This is an optimization exercise on Yosys and OpenROAD, whose aim is small area, not a production implementation. No activity file was given, so power comes from the tool's default toggle rates.

==> inputs of v6 <==
==> flow/design.v (excerpt) <==
module filter(
input                       clk,                          
input                       rst,                          
input                       fclk,                         
input[15:0]                rd_left_data,
input[15:0]                rd_right_data,
output[31:0]               tx_left_data,
output[31:0]               tx_right_data,
input[3:0]                 gain_one,
input[3:0]                 gain_two,
input[3:0]                 gain_thr,
input[3:0]                 gain_fou,
input[3:0]                 gain_fiv,
input[3:0]                 gain_six,
input[3:0]                 gain_sev
    );
Settings: LEC_CHECK=0, CAP_MARGIN=20, CORE_MARGIN=2, CORE_UTILIZATION=60, PLACE_DENSITY=0.7, SLEW_MARGIN=20; clock period 100.0 ns.
run.sh (not shown) runs the stock make flow with config.mk's settings and CLKGATE_MAP_FILE= SYNTH_SCRIPT=/design/flow/synth_recipe.tcl, a recipe that flattens the netlist after the stock synthesis.
==> v4: changes against v6 <==
--- a/flow/design.v
+++ b/flow/design.v
@@ -281,23 +281,23 @@
 bmac m_l (.p(p_l), .one(one), .two(two), .neg(neg), .acc((ph == 5'd0) ? 32'd1432616960 : acc_l), .sum(sum_l));
 always @(posedge clk) acc_l <= sum_l;
 reg         sg_l;     
 reg         z_l;      
 reg  [11:0] rr_l;     
 reg  [11:0] nq_l;     
-wire [12:0] tt_l = {rr_l, nq_l[11]};
+wire [12:0] tt_l = {rr_l, nq_l[11] ^ (sg_l & dstep)};
 wire [12:0] td_l = tt_l + 13'd5067;    
 wire        ge_l = dstep & (tt_l >= 13'd3125);
-wire [23:0] ld_l = acc_l[31:8] ^ {24{acc_l[31]}};
+wire [11:0] ld_l = acc_l[31:20] ^ {12{acc_l[31]}};
 always @(posedge clk) begin
   if (dload) begin
     sg_l <= acc_l[31];
     z_l  <= acc_l[31] & (acc_l[7:0] == 8'd0);
   end
-  rr_l <= dload ? ld_l[23:12] : (ge_l ? td_l[11:0] : tt_l[11:0]);
-  nq_l <= dload ? ld_l[11:0] : {nq_l[10:0], ge_l};
+  rr_l <= dload ? ld_l : (ge_l ? td_l[11:0] : tt_l[11:0]);
+  nq_l <= dload ? acc_l[19:8] : {nq_l[10:0], ge_l};
 end
 wire        corr_l = dcorr & z_l & (rr_l == 12'd3124);
 wire [14:0] win_l = {rr_l[3:0], nq_l[11:1]} & gmask;
 wire [14:0] ad_l = corr_l ? {11'd0, gdiv} : (gbit ? win_l : 15'd0);
 wire        sx_l = sg_l & (dcorr | gbit);
 reg  [18:0] o_l;
@@ -393,23 +393,23 @@
 bmac m_r (.p(p_r), .one(one), .two(two), .neg(neg), .acc((ph == 5'd0) ? 32'd1432616960 : acc_r), .sum(sum_r));
 always @(posedge clk) acc_r <= sum_r;
 reg         sg_r;     
 reg         z_r;      
 reg  [11:0] rr_r;     
 reg  [11:0] nq_r;     
-wire [12:0] tt_r = {rr_r, nq_r[11]};
+wire [12:0] tt_r = {rr_r, nq_r[11] ^ (sg_r & dstep)};
 wire [12:0] td_r = tt_r + 13'd5067;    
 wire        ge_r = dstep & (tt_r >= 13'd3125);
-wire [23:0] ld_r = acc_r[31:8] ^ {24{acc_r[31]}};
+wire [11:0] ld_r = acc_r[31:20] ^ {12{acc_r[31]}};
 always @(posedge clk) begin
   if (dload) begin
     sg_r <= acc_r[31];
     z_r  <= acc_r[31] & (acc_r[7:0] == 8'd0);
   end
-  rr_r <= dload ? ld_r[23:12] : (ge_r ? td_r[11:0] : tt_r[11:0]);
-  nq_r <= dload ? ld_r[11:0] : {nq_r[10:0], ge_r};
+  rr_r <= dload ? ld_r : (ge_r ? td_r[11:0] : tt_r[11:0]);
+  nq_r <= dload ? acc_r[19:8] : {nq_r[10:0], ge_r};
 end
 wire        corr_r = dcorr & z_r & (rr_r == 12'd3124);
 wire [14:0] win_r = {rr_r[3:0], nq_r[11:1]} & gmask;
 wire [14:0] ad_r = corr_r ? {11'd0, gdiv} : (gbit ? win_r : 15'd0);
 wire        sx_r = sg_r & (dcorr | gbit);
 reg  [18:0] o_r;
==> flow/flow/run.sh (new file) <==
#!/bin/bash
# Own layout flow: the standard ORFS flow (standard.sh), with
#  - port buffers of the smallest buffer cell,
#  - clock tree synthesis without dummy loads and with the buffer list below.
# Each step's full log stays in orfs/logs/; this script's own output goes to run.log.
set -euo pipefail
exec > >(tee -a run.log) 2>&1
export BUFFER_PORTS_ARGS="-buffer_cell sky130_fd_sc_hd__buf_1"
export CTS_ARGS="-sink_clustering_enable -repair_clock_nets -dont_use_dummy_load ${CTS_EXTRA:-}"
bash standard.sh
==> flow/standard.sh (new file) <==
#!/bin/bash
# synth_recipe.tcl (not shown) runs the flow's synth.tcl, then flattens the netlist and writes it again
# the make line also repeats each setting of config.mk as NAME=value (left out here)
make -C /OpenROAD-flow-scripts/flow DESIGN_CONFIG=/design/flow/config.mk WORK_HOME=/design/flow/orfs CLKGATE_MAP_FILE= SYNTH_SCRIPT=/design/flow/synth_recipe.tcl "${@:-finish}"
removed: flow/run.sh
==> run notes <==
status: no timing/DRC/antenna violations
metal3 WL: 13.41 mm
met2 wire len: 59.84 mm
n_diodes: 0
commonest cells in the netlist: dfxtp_1 (1571), inv_1 (395), nand2_1 (355)
Site Rows: 113
Buffers & Inverters on Critical Path: 3
comb_multi_in: 2596
# the run above: v4

==> run notes <==
Critical R2R Launch: ph[1]$_SDFF_PP0_
n_diodes: 3
Site Rows: 112
Buffers & Inverters on Critical Path: 5
status: no timing/DRC/antenna violations
Routed Antenna Nets: 0
met3 Use GR: 6.968%
metal3 WL: 13.23 mm
fin cells: 6287
Gate power share: 15.3%
commonest cells in the netlist: dfxtp_1 (1571), inv_1 (412), nand2_1 (389)
WP data arrival: 29.73 ns
# the run above: v6

No functional check of the RTL was part of any run of this note.

-- what the ideal ports hide --
The flow's constraints put no driver on any port. The routed layouts listed below were extracted and timed again, unchanged, in two steps. Step 1 (the two cells are an assumption about what drives the block):
set clk [get_ports {clk}]
set_driving_cell -lib_cell sky130_fd_sc_hd__clkbuf_16 $clk
set_driving_cell -lib_cell sky130_fd_sc_hd__buf_2 [delete_from_list [all_inputs] $clk]
Step 2 adds t to the input delays and takes it off the output delays; t is the mean of the earliest and latest rising clock arrival at the registers after step 1. Input paths then give back, and output paths get back, about the clock's delay inside the block. Slacks: ideal ports / drivers / drivers and shift; pairs: ideal ports / drivers.
run	t (ns)	setup slack, ns	hold WS [ns]
v6	0.800	70.861 / 70.903 / 70.103	0.293 / 0.293 / 0.293
v4	0.780	71.224 / 71.259 / 70.488	0.261 / 0.261 / 0.261
After both steps setup and hold are still met in every run listed. The setup slack of v6, which loses most, moves by +0.042 ns with the drivers and by -0.758 ns with both steps.
